From an optimization exercise on the open Yosys and OpenROAD flow, aimed at small area; shortcuts taken in it are not production practice. Only simulation tests tie the RTL to the original design; equivalence was not proved. Power figures rest on the tool's default switching activity, not on a simulated workload.

[run.sh]
#!/bin/bash
# synth_recipe.tcl (not shown) runs the flow's synth.tcl, then flattens the netlist and writes it again
# the make line also repeats each setting of config.mk as NAME=value (left out here)
make -C /OpenROAD-flow-scripts/flow DESIGN_CONFIG=/design/flow/config.mk WORK_HOME=/design/flow/orfs CLKGATE_MAP_FILE= SYNTH_SCRIPT=/design/flow/synth_recipe.tcl finish
[config.mk]
export PLATFORM = sky130hd
export DESIGN_NAME = processor
export DESIGN_NICKNAME = processor
export VERILOG_FILES = /design/flow/design.v
export SDC_FILE = /design/flow/constraint.sdc
export NUM_CORES = 4
export LEC_CHECK = 0
export CAP_MARGIN = 20
export CORE_MARGIN = 2
export CORE_UTILIZATION = 40
export SLEW_MARGIN = 20
[constraint.sdc]
create_clock -name core_clock -period 12.0 [get_ports {clk}]
set_input_delay 2.4000 -clock core_clock [delete_from_list [all_inputs] [get_ports {clk}]]
set_output_delay 2.4000 -clock core_clock [all_outputs]
set_load 0.01 [all_outputs]
[design.v]
module add4(
    input wire [31:0] pc_in,
    output wire [31:0] pc_out
);
        assign pc_out = pc_in + 4;
endmodule
module mux(
    input wire [31:0] i0,
    input wire [31:0] i1,
    input wire sel,
    output wire [31:0] y
);
    assign y = (sel == 1'b1) ? i1 : i0;
endmodule
module alu(
    input wire [31:0] operandA,
    input wire [31:0] operandB,
    input wire [3:0] aluControl,
    output reg [31:0] result
);
    always@(*)
        begin
            case(aluControl)
                4'b0000 : result = $signed(operandA) + $signed(operandB);  
                4'b0001 : result = $signed(operandA) - $signed(operandB);  
                4'b0010 : result = $signed(operandA) & $signed(operandB);  
                4'b0011 : result = $signed(operandA) | $signed(operandB);  
                4'b0100 : result = $signed(operandA) ^ $signed(operandB);  
                4'b0101 : result = operandA << operandB[4:0];  
                4'b0110 : result = operandA >> operandB[4:0];  
                4'b0111 : result = $signed(operandA) >>> operandB[4:0];  
                4'b1000 : result = operandA < operandB ? 1 : 0;  
                4'b1001 : result = $signed(operandA) < $signed(operandB) ? 1 : 0;  
                default : result = 0;
            endcase
        end
endmodule
module program_counter(
    input wire clk,
    input wire reset,
    input wire [31:0] pc_in,
    output wire [31:0] pc_out
);
    reg [31:0] pc_reg;
    assign pc_out = pc_reg;
    always @(posedge clk or posedge reset) begin
        if (reset == 1'b1) begin
            pc_reg <= 32'h0;
        end else begin
            pc_reg <= pc_in;
        end
    end
endmodule
module register_file(
    input wire clk,
    input wire reset,
    input wire read_enable,
    input wire [4:0] read_addr1,
    input wire [4:0] read_addr2,
    input wire write_enable,
    input wire [4:0] write_addr,
    input wire [31:0] write_data,
    output reg [31:0] data_out1,
    output reg [31:0] data_out2,
    output wire [31:0] x1,
    output wire [31:0] x2,
    output wire [31:0] x3,
    output wire [31:0] x4
);
    reg [31:0] data [0:31];
    assign x1 = data[1];
    assign x2 = data[2];
    assign x3 = data[3];
    assign x4 = data[4];
    integer i;
    always@(posedge clk or posedge reset) begin
        if(reset == 1'b1) begin
            for (i = 0; i < 32; i = i + 1) begin
                data[i] <= 32'b0;
            end
        end else begin
                if(write_enable == 1'b1 && write_addr != 5'd0) begin
                    data[write_addr] <= write_data;
                end
        end
    end
    always@(*) begin
        data_out1 = data[read_addr1];
        data_out2 = data[read_addr2];
    end
endmodule
module control(
    input wire [31:0] instruction,  
    input wire [31:0] address_from_pc,  
    output reg [31:0] address_to_pc_from_control,  
    output reg addr_sel_for_pc,  
    output reg write_enable_data_mem,  
    output reg read_enable_data_mem,  
    output reg [31:0] data_to_mem,  
    output reg [3:0] strobe_to_mem,  
    input wire [31:0] data_from_mem,  
    output reg [31:0] address_for_data_mem,  
    input wire [31:0] data_from_rs1,  
    input wire [31:0] data_from_rs2,  
    output reg write_enable_register_file,  
    output reg read_enable_register_file,  
    output reg [4:0] write_addr_register_file,  
    output reg [4:0] read_addr_rs1,  
    output reg [4:0] read_addr_rs2,  
    output reg [31:0] write_data_rd,  
    output reg [3:0] alu_op,
    output reg [31:0] data_for_alu,  
    output reg sel_for_alu,  
    input wire [31:0] data_from_alu  
);
    wire [6:0] opcode;  
    assign opcode = instruction[6:0];
    wire [2:0] funct3;
    assign funct3 = instruction[14:12];
    wire [6:0] funct7;
    assign funct7 = instruction[31:25];
    wire [4:0] rs1;
    assign rs1 = instruction[19:15];
    wire [4:0] rs2;
    assign rs2 = instruction[24:20];
    wire [4:0] rd;
    assign rd = instruction[11:7];
    reg [31:0] immediate;
    wire [31:0] mem_addr;
    assign mem_addr = data_from_rs1 + immediate;
    wire [7:0] load_byte;
    assign load_byte = data_from_mem >> {mem_addr[1:0], 3'b000};
    wire [15:0] load_half;
    assign load_half = mem_addr[1] ? data_from_mem[31:16] : data_from_mem[15:0];
    always@(*)
        begin
            case(opcode)
                7'b0010011: immediate <= {{20{instruction[31]}},instruction[31:20]};  
                7'b0010111: immediate <= {instruction[31:12],12'b0};  
                7'b1100011: immediate <= {{20{instruction[31]}},instruction[7],instruction[30:25],instruction[11:8],1'b0};  
                7'b1101111: immediate <= {{12{instruction[31]}}, instruction[19:12], instruction[20], instruction[30:21], 1'b0};  
                7'b1100111: immediate <= { {20{instruction[31]}},instruction[31:20]};  
                7'b0000011: immediate <= { {20{instruction[31]}},instruction[31:20]};  
                7'b0100011: immediate <= { {20{instruction[31]}}, instruction[31:25], instruction[11:7]};  
                7'b0110111: immediate <= {instruction[31:12], 12'b0};  
                default: immediate <= 32'b0;
            endcase
    end
     always@(*)
         begin
                      data_for_alu <= 32'b0;
                      read_addr_rs2 <= rs2;
                      read_addr_rs1 <= rs1;
                      write_addr_register_file <= rd;
                      write_enable_register_file <= 1'b0;
                      read_enable_register_file <= 1'b0;
                      write_data_rd <= 1'b0;
                      sel_for_alu <= 1'b0;  
                      alu_op <= 5'b0;  
                      address_to_pc_from_control <= 32'b0;
                      addr_sel_for_pc <= 1'b0;
                      write_enable_data_mem <= 1'b0;
                      read_enable_data_mem <= 1'b0;
                      address_for_data_mem <= 32'b0;
                      data_to_mem <= 32'b0;
                      strobe_to_mem <= 4'b0;
             case(opcode)
                 7'b0110011:  
                      begin
                      write_enable_register_file <= 1'b1;
                      read_enable_register_file <= 1'b1;
                      write_data_rd <= data_from_alu;
                      case(funct3)
                          3'b000: begin if(funct7 == 7'b0100000) alu_op <= 4'b0001; else alu_op <= 4'b0000; end  
                          3'b001: alu_op <= 4'b0101;  
                          3'b010: alu_op <= 4'b1001;  
                          3'b011: alu_op <= 4'b1000;  
                          3'b100: alu_op <= 4'b0100;  
                          3'b101: begin if(funct7 == 7'b0100000) alu_op <= 4'b0111; else alu_op <= 4'b0110; end  
                          3'b110: alu_op <= 4'b0011;  
                          3'b111: alu_op <= 4'b0010;  
                          default: alu_op <= 4'b0000;
                      endcase
                      end
                7'b0010011: begin  
                      write_enable_register_file <= 1'b1;
                      read_enable_register_file <= 1'b1;
                      write_data_rd <= data_from_alu;
                      addr_sel_for_pc <= 1'b0;
                      data_for_alu <= immediate;
                      sel_for_alu <= 1'b1;  
                    case(funct3)
                        3'b000: alu_op <= 4'b0000;  
                        3'b100: alu_op <= 4'b0100;  
                        3'b011: alu_op <= 4'b1000;  
                        3'b010: alu_op <= 4'b1001;  
                        3'b110: alu_op <= 4'b0011;  
                        3'b111: alu_op <= 4'b0010;  
                        3'b001: alu_op <= 4'b0101;  
                        3'b101: begin if(funct7 == 7'b0100000) alu_op <= 4'b0111; else alu_op <= 4'b0110; end  
                        default: alu_op <= 4'b0000;
                    endcase    
                end
                7'b0010111: begin  
                      write_enable_register_file <= 1'b1;
                      read_enable_register_file <= 1'b0;
                      write_data_rd <= immediate + address_from_pc;
                end
                7'b1100011: begin  
                      read_enable_register_file <= 1'b1;
                    case(funct3)
                        3'b000: begin 
                        if(data_from_rs1 == data_from_rs2) begin 
                        address_to_pc_from_control <= $signed(address_from_pc) + $signed(immediate);
                        addr_sel_for_pc <= 1'b1; 
                        end 
                        else begin 
                        address_to_pc_from_control <= 32'b0; 
                        addr_sel_for_pc <= 1'b0; 
                        end 
                        end  
                        3'b101: begin 
                        if($signed(data_from_rs1) >= $signed(data_from_rs2)) begin 
                        address_to_pc_from_control <= $signed(address_from_pc) + $signed(immediate);
                        addr_sel_for_pc <= 1'b1; 
                        end 
                        else begin 
                        address_to_pc_from_control <= 32'b0; 
                        addr_sel_for_pc <= 1'b0; 
                        end 
                        end  
                        3'b111: begin 
                        if(data_from_rs1 >= data_from_rs2) begin 
                        address_to_pc_from_control <= $signed(address_from_pc) + $signed(immediate);
                        addr_sel_for_pc <= 1'b1; 
                        end 
                        else begin 
                        address_to_pc_from_control <= 32'b0; 
                        addr_sel_for_pc <= 1'b0; 
                        end 
                        end  
                        3'b100: begin if($signed(data_from_rs1) < $signed(data_from_rs2)) begin 
                        address_to_pc_from_control <= $signed(address_from_pc) + $signed(immediate);
                        addr_sel_for_pc <= 1'b1; 
                        end 
                        else begin 
                        address_to_pc_from_control <= 32'b0; 
                        addr_sel_for_pc <= 1'b0; 
                        end 
                        end  
                        3'b110: begin if(data_from_rs1 < data_from_rs2) begin 
                        address_to_pc_from_control <= $signed(address_from_pc) + $signed(immediate);
                        addr_sel_for_pc <= 1'b1; 
                        end 
                        else begin 
                        address_to_pc_from_control <= 32'b0; 
                        addr_sel_for_pc <= 1'b0; 
                        end 
                        end  
                        3'b001: begin if(data_from_rs1 != data_from_rs2) begin 
                        address_to_pc_from_control <= $signed(address_from_pc) + $signed(immediate);
                        addr_sel_for_pc <= 1'b1; 
                        end 
                        else begin 
                        address_to_pc_from_control <= 32'b0; 
                        addr_sel_for_pc <= 1'b0; 
                        end 
                        end  
                        default: address_to_pc_from_control <= address_from_pc;
                    endcase
                end
                7'b1101111: begin  
                      write_enable_register_file <= 1'b1;
                      write_data_rd <= address_from_pc + 4;
                      address_to_pc_from_control <= $signed(address_from_pc) + $signed(immediate);
                      addr_sel_for_pc <= 1'b1;
                end
                7'b1100111: begin  
                      write_enable_register_file <= 1'b1;
                      read_enable_register_file <= 1'b1;
                      write_data_rd <= address_from_pc + 4;
                     address_to_pc_from_control <= (data_from_rs1 + immediate) & 32'hFFFFFFFE;
                      addr_sel_for_pc <= 1'b1;
                end
                7'b0000011: begin  
                      write_enable_register_file <= 1'b1;
                      read_enable_register_file <= 1'b1;
                      read_enable_data_mem <= 1'b1;
                      address_for_data_mem <= mem_addr;
                    case(funct3)
                    3'b000: begin
                    write_data_rd <= {{24{load_byte[7]}},load_byte};
                    end  
                    3'b100: begin
                        write_data_rd <= {24'b0,load_byte};  
                    end  
                    3'b001: begin
                        write_data_rd <= {{16{load_half[15]}},
                        load_half};  
                    end
                    3'b101: begin
                        write_data_rd <= {16'b0,load_half};  
                    end
                    3'b010: begin
                        write_data_rd <= data_from_mem;  
                    end
                    default:
                        write_data_rd <= 32'b0;
                    endcase
                end
                7'b0100011: begin  
                      read_enable_register_file <= 1'b1;
                      write_enable_data_mem <= 1'b1;
                      address_for_data_mem <= mem_addr;
                    case(funct3)
                        3'b000: begin
                            data_to_mem <= {4{data_from_rs2[7:0]}};  
                            strobe_to_mem <= 4'b0001 << mem_addr[1:0];
                        end
                        3'b001: begin
                            data_to_mem <= {2{data_from_rs2[15:0]}};  
                            strobe_to_mem <= mem_addr[1] ? 4'b1100 : 4'b0011;
                        end
                        3'b010: begin
                            data_to_mem <= data_from_rs2;  
                            strobe_to_mem <= 4'b1111;
                        end
                        default: begin
                            data_to_mem <= 32'b0;
                            write_enable_data_mem <= 1'b0;
                        end
                    endcase
                end
                7'b0110111: begin  
                      write_enable_register_file <= 1'b1;
                      write_data_rd <= immediate;
                end
                 default: begin
                      write_enable_register_file <= 1'b0;
                      read_enable_register_file <= 1'b0;
                      write_data_rd <= immediate + address_from_pc;
                      sel_for_alu <= 1'b0;  
                      alu_op <= 5'b0;  
                      address_to_pc_from_control <= 32'b0;
                      addr_sel_for_pc <= 1'b0;
                      write_enable_data_mem <= 1'b0;
                      read_enable_data_mem <= 1'b0;
                      address_for_data_mem <= 32'b0;
                      data_to_mem <= 32'b0;
                      strobe_to_mem <= 4'b0;
                 end
             endcase
        end
endmodule 
module processor(
    input wire clk,
    input wire reset,
    output [31:0] imem_addr,
    input wire [31:0] imem_data,
    output [31:0] dmem_addr,
    output [31:0] dmem_wdata,
    output [3:0] dmem_wstrb,
    output dmem_we,
    output dmem_re,
    input wire [31:0] dmem_rdata,
    output [31:0] x1,
    output [31:0] x2,
    output [31:0] x3,
    output [31:0] x4
);
    wire [31:0] address_to_pc_from_control;
    wire addr_sel_for_pc;
    wire [31:0] address_for_data_mem;
    wire [31:0] data_to_mem;
    wire [3:0] strobe_to_mem;
    wire [31:0] data_from_mem;
    wire read_enable_data_mem;
    wire write_enable_data_mem;
    wire [31:0] data_from_rs1;
    wire [31:0] data_from_rs2;
    wire [4:0] read_addr1;
    wire [4:0] read_addr2;
    wire [4:0] write_addr;
    wire read_enable_register_file;
    wire write_enable_register_file;
    wire [31:0] write_data;
    wire [31:0] pc_in;
    wire [31:0] pc_out_add;
    wire [31:0] operandB;
    wire [31:0] result;
    wire [3:0] alu_op;
    wire sel_for_alu;
    wire [31:0] data_for_alu;
    wire [31:0] address;
    wire [31:0] instruction;
    assign imem_addr = address;
    assign instruction = imem_data;
    assign dmem_addr = address_for_data_mem;
    assign dmem_wdata = data_to_mem;
    assign dmem_wstrb = strobe_to_mem;
    assign dmem_we = write_enable_data_mem;
    assign dmem_re = read_enable_data_mem;
    assign data_from_mem = dmem_rdata;
    add4 add4_0(
        .pc_in(address),
        .pc_out(pc_out_add)
    );
    mux mux0(
        .i0(pc_out_add),
        .i1(address_to_pc_from_control),
        .sel(addr_sel_for_pc),
        .y(pc_in)
    );
    mux mux1(
        .i0(data_from_rs2),
        .i1(data_for_alu),
        .sel(sel_for_alu),
        .y(operandB)
    );
    register_file register_file0(
        .clk(clk),
        .reset(reset),
        .read_enable(read_enable_register_file),
        .write_enable(write_enable_register_file),
        .read_addr1(read_addr1),
        .read_addr2(read_addr2),
        .write_addr(write_addr),
        .write_data(write_data),
        .data_out1(data_from_rs1),
        .data_out2(data_from_rs2),
        .x1(x1),
        .x2(x2),
        .x3(x3),
        .x4(x4)
    );
    program_counter program_counter0(
        .pc_in(pc_in),
        .pc_out(address),
        .clk(clk),
        .reset(reset)
    );
    alu alu0(
        .operandA(data_from_rs1),
        .operandB(operandB),
        .aluControl(alu_op),
        .result(result)
    );
    control control(
        .instruction(instruction),
        .address_from_pc(address),
        .address_to_pc_from_control(address_to_pc_from_control),
        .addr_sel_for_pc(addr_sel_for_pc),
        .write_enable_data_mem(write_enable_data_mem),
        .read_enable_data_mem(read_enable_data_mem),
        .data_to_mem(data_to_mem),
        .strobe_to_mem(strobe_to_mem),
        .data_from_mem(data_from_mem),
        .address_for_data_mem(address_for_data_mem),
        .data_from_rs1(data_from_rs1),
        .data_from_rs2(data_from_rs2),
        .write_enable_register_file(write_enable_register_file),
        .read_enable_register_file(read_enable_register_file),
        .write_addr_register_file(write_addr),
        .read_addr_rs1(read_addr1),
        .read_addr_rs2(read_addr2),
        .write_data_rd(write_data),
        .alu_op(alu_op),
        .data_for_alu(data_for_alu),
        .sel_for_alu(sel_for_alu),
        .data_from_alu(result)
    );
endmodule
==> results.txt <==
==> worst paths after layout <==
| kind | endpoint | cells past startpoint | slack [ps] | start |
|---|---|---|---|---|
| max in group asynchronous | register_file0.data[6][30]$_DFFE_PP0P_ | 4 | 7570 | reset |
| worst max-delay path | dmem_addr[30] | 25 | 260 | imem_data[15] |
| worst max register to register | register_file0.data[31][13]$_DFFE_PP0P_ | 16 | 4220 | register_file0.data[1][0]$_DFFE_PP0P_ |
| worst min-delay path | register_file0.data[0][4]$_DFFE_PP0P_ | 0 | 410 | register_file0.data[0][4]$_DFFE_PP0P_ |
| min in group asynchronous | register_file0.data[8][16]$_DFFE_PP0P_ | 2 | 2140 | reset |
| worst min register to register | register_file0.data[0][4]$_DFFE_PP0P_ | 0 | 410 | register_file0.data[0][4]$_DFFE_PP0P_ |
==> placed cells by master, fill, tap and decap left out, types with 31 or more instances in the layout <==
cell / netlist / routed
o21ai_1: 84 / 85
a21oi_1: 371 / 355
o31ai_1: 48 / 47
xnor2_1: 61 / 61
nor2b_1: 35 / 31
nand3_1: 721 / 708
o22ai_1: 45 / 43
a2111oi_0: 36 / 36
nor2_4: 3 / 46
nor3_1: 94 / 84
nand4_1: 187 / 187
clkbuf_16: 0 / 121
xor2_1: 40 / 40
a22oi_1: 505 / 505
nor2_2: 9 / 32
o21ai_0: 628 / 625
a211oi_1: 37 / 36
o211ai_1: 127 / 127
a31oi_1: 48 / 36
mux2_2: 292 / 292
a21o_1: 78 / 78
mux2i_1: 128 / 128
and3_1: 130 / 129
a221oi_1: 69 / 64
nor2_1: 488 / 422
inv_1: 146 / 145
ha_1: 193 / 193
buf_12: 0 / 32
a22o_1: 49 / 49
nand2b_1: 48 / 47
dfrtp_1: 1056 / 1056
buf_4: 36 / 402
nor4_1: 73 / 72
nand2_1: 1162 / 1144
clkdlybuf4s50_1: 0 / 285
==> worst max-delay path, delay by kind of cell <==
family                     cells  cell delay, ps
buffers and inverters          5            1590
adders and majority gates      2             770
xor gates and xnor gates       1              90
AOI/OAI and AO/OA             12            3560
and+or+nand+nor                5             900
==> kinds of logic (layout without fill, tap and decap cells) <==
family                   Yosys count  in the layout  synth area share (%)
adder cells (fa/ha/maj)          197            197                  3.60
flip-flops                      1056           1056                  38.1
AND/OR/NAND/NOR                 3116           3116                  21.1
multiplexers                     444            444                  7.32
buffers and inverters            916           1106                  5.70
XOR/XNOR                         101            101                  1.28
AO/OA/AOI/OAI                   2395           2395                  22.9
other                              0             20                     0
==> cell type report <==
class                           count  share of cell area (%)
Multi-Input combinational cell   6253                    49.6
Sequential cell                  1056                    32.7
Inverter                          153                   0.717
Clock inverter                     58                    1.10
Timing Repair Buffer              729                    8.11
Clock buffer                      166                    4.21
Tap cell                         2310                    3.57
Antenna cell                       20                  0.0619
==> through the flow <==
stage               setup TNS, ps  cell area [um2]  power (mW)  util, %
global placement                0            76500        7.19     44.5
CTS                             0            80800        11.2     47.0
global route                    0            80900        11.6     47.0
floorplan                -5239380            69300        5.62        -
detailed placement              0            76500        7.20     44.5
finish                          0            80900        11.4     47.1
==> power by group through the flow <==
stage          clock, mW  combinational [mW]  sequential (mW)
2_1_floorplan          0                1.51             4.11
4_1_cts             4.07                2.94             4.20
3_3_place_gp           0                2.92             4.27
5_1_grt             4.23                3.16             4.23
3_5_place_dp           0                2.93             4.27
6_report            4.09                3.08             4.24
==> layer usage <==
metal | global-route usage (%) | wire length [um] | part of all wire, % | up-vias
met5 | 0 | 78 | 0.017 | -
met4 | 41.5 | 48000 | 11 | 10
met3 | 16.3 | 58300 | 13 | 1972
met2 | 71.0 | 183000 | 40 | 6777
met1 | 61.8 | 165000 | 36 | 37900
li1 | - | - | - | 30500
==> results_dict.tcl <==
set metrics [dict create \
    status "complete, no violations" \
    synthTopCellsByCount "nand2_1 (1162), dfrtp_1 (1056), nand3_1 (721), o21ai_0 (628), a22oi_1 (505)" \
    p_leak_nw 35.0 \
    hold_viol 0 \
    p_clk_share_pct 35.9 \
    crit_required_ps 9600 \
    ant_nets 0 \
    drv_cap 0 \
    nets 8576 \
    setup_viol 0 \
    async_reset_ff_share_pct 100 \
    ir_worst_vdd_mv 0.132 \
    cp-start-kind "primary input" \
    whs_ps 407 \
    cts_max_level 3 \
    grt_use_total_pct 50.1 \
    num_rows 152 \
    cp.arrival_ps 9340 \
    multi_input_area_um2 40100 \
    dp_slack_ps 347 \
    switching_power_mw 4.26 \
    worstSkewPairLatency_ps 830 \
    stdcell_count 10700 \
    cp-end-kind "primary output" \
    drive_above_1_share_pct 14.4 \
    boundaryPins 296 \
    final_max_slew_viol_count 0 \
    ys_ff_latch 1056 \
    hpwl_um 320000 \
    synth_top_cell_area_share_pct 38.1 \
    grt_antenna_before_repair 28 \
    drt-total-wl_um 454000 \
    design.core.area_um2 172000 \
    synth_fp_nets 8488 \
    rsz0062_at_grt "false" \
    grt_pass1_vias 70900 \
    dominantRegCellSynth "dfrtp_1" \
    fin_skew_ps 72.7 \
    fin_crit_ps 11740 \
    clock.fmax_mhz 85.2 \
    gp_congestion 1.06 \
    ff_latch_area_um2 26400 \
    synth_area_per_cell_um2 8.43 \
    syn_to_final_growth_pct 16.7 \
    yosysMostFrequentCell "nand2_1" \
    worst_path_max_delay_cell "a2111oi_0" \
    powerDensity_nw_per_um2 141 \
    cts_tree "built" \
    vias 77200 \
    hp-class "flop to flop" \
    yosysTopAreaCell "dfrtp_1" \
    numCtsBuffers 120 \
    route.detailed.drc 0 \
    relSlewSlack_pct 15.0 \
    drtIter0Drc 13100 \
    ctsHoldBuffers 0 \
    netlist_area_um2 69300 \
    die_y_um 420 \
    grt_max_degree 158 \
    period_share_pct 97.9 \
    viasPerCell 7.18 \
    cts_resized 0 \
    yosysSeqAreaShare_pct 38.1 \
    die_x_um 420 \
    worstMarginPinSlew_ps 1270 \
    synthTopCellsByArea "dfrtp_1 (38%), nand2_1 (6.3%), a22oi_1 (5.5%), nand3_1 (5.2%), mux2_2 (4.7%)" \
    crit_type "primary input to primary output" \
    cts_setup_buffers 0 \
    port_buffers 295 \
    netSwitchingFraction_pct 37.3 \
    critPathMaxStageDelay_ps 680 \
    die-area_um2 177000 \
    overflow 0 \
    syn_inst 8225 \
    synthDistinctLibCells 113 \
    grt_pass1_wl_um 613000 \
    initial_core_util_pct 40.3 \
    wl_per_cell_um 42.2 \
    cts_buffer_depth 3 \
    largest_register_ff_count 1024 \
    cts.clk_slew.worst_paths_ps 70 \
    nFillCells 16900 \
    fin_ws_ps 256 \
    root_buffer "clkbuf_16" \
    dr.pass1.iters 7 \
    worstPathMaxFanout 19 \
    cts_num_sinks 1056 \
    synth_edf_count 0 \
    p_int_mw 7.15 \
    yosys_warnings 5 \
    seqPwrFrac_pct 37.1 \
    dp.cells 10500 \
    combPwrFrac_pct 27.0 \
]

-- what the ideal ports hide --
In the flow no input, the clock included, has a driving cell. The finished layout below was timed again as built, in two steps.
Step 1 sets driving cells, clkbuf_16 on the clock port and buf_2 on the other inputs (assumed; they add their load-dependent delay and slew).
Step 2 also shifts input and output timing later by t, the mid clock arrival at the registers, as if the neighbouring blocks saw the same clock.
Slacks: ideal ports / drivers / drivers and shift; pairs: ideal ports / drivers.
shift t [ns]: 0.887
slack for setup (ns): 0.256 / 0.218 / 0.218
worst hold slack (ns): 0.407 / 0.407 / 0.407
clock arrival spread, ns: 0.072 / 0.073
worst data-port slew with drivers (ns): 0.08
After both steps this run still meets setup and hold. For this run, drivers alone change the setup slack by -0.038 ns; drivers and shift together by -0.038 ns.
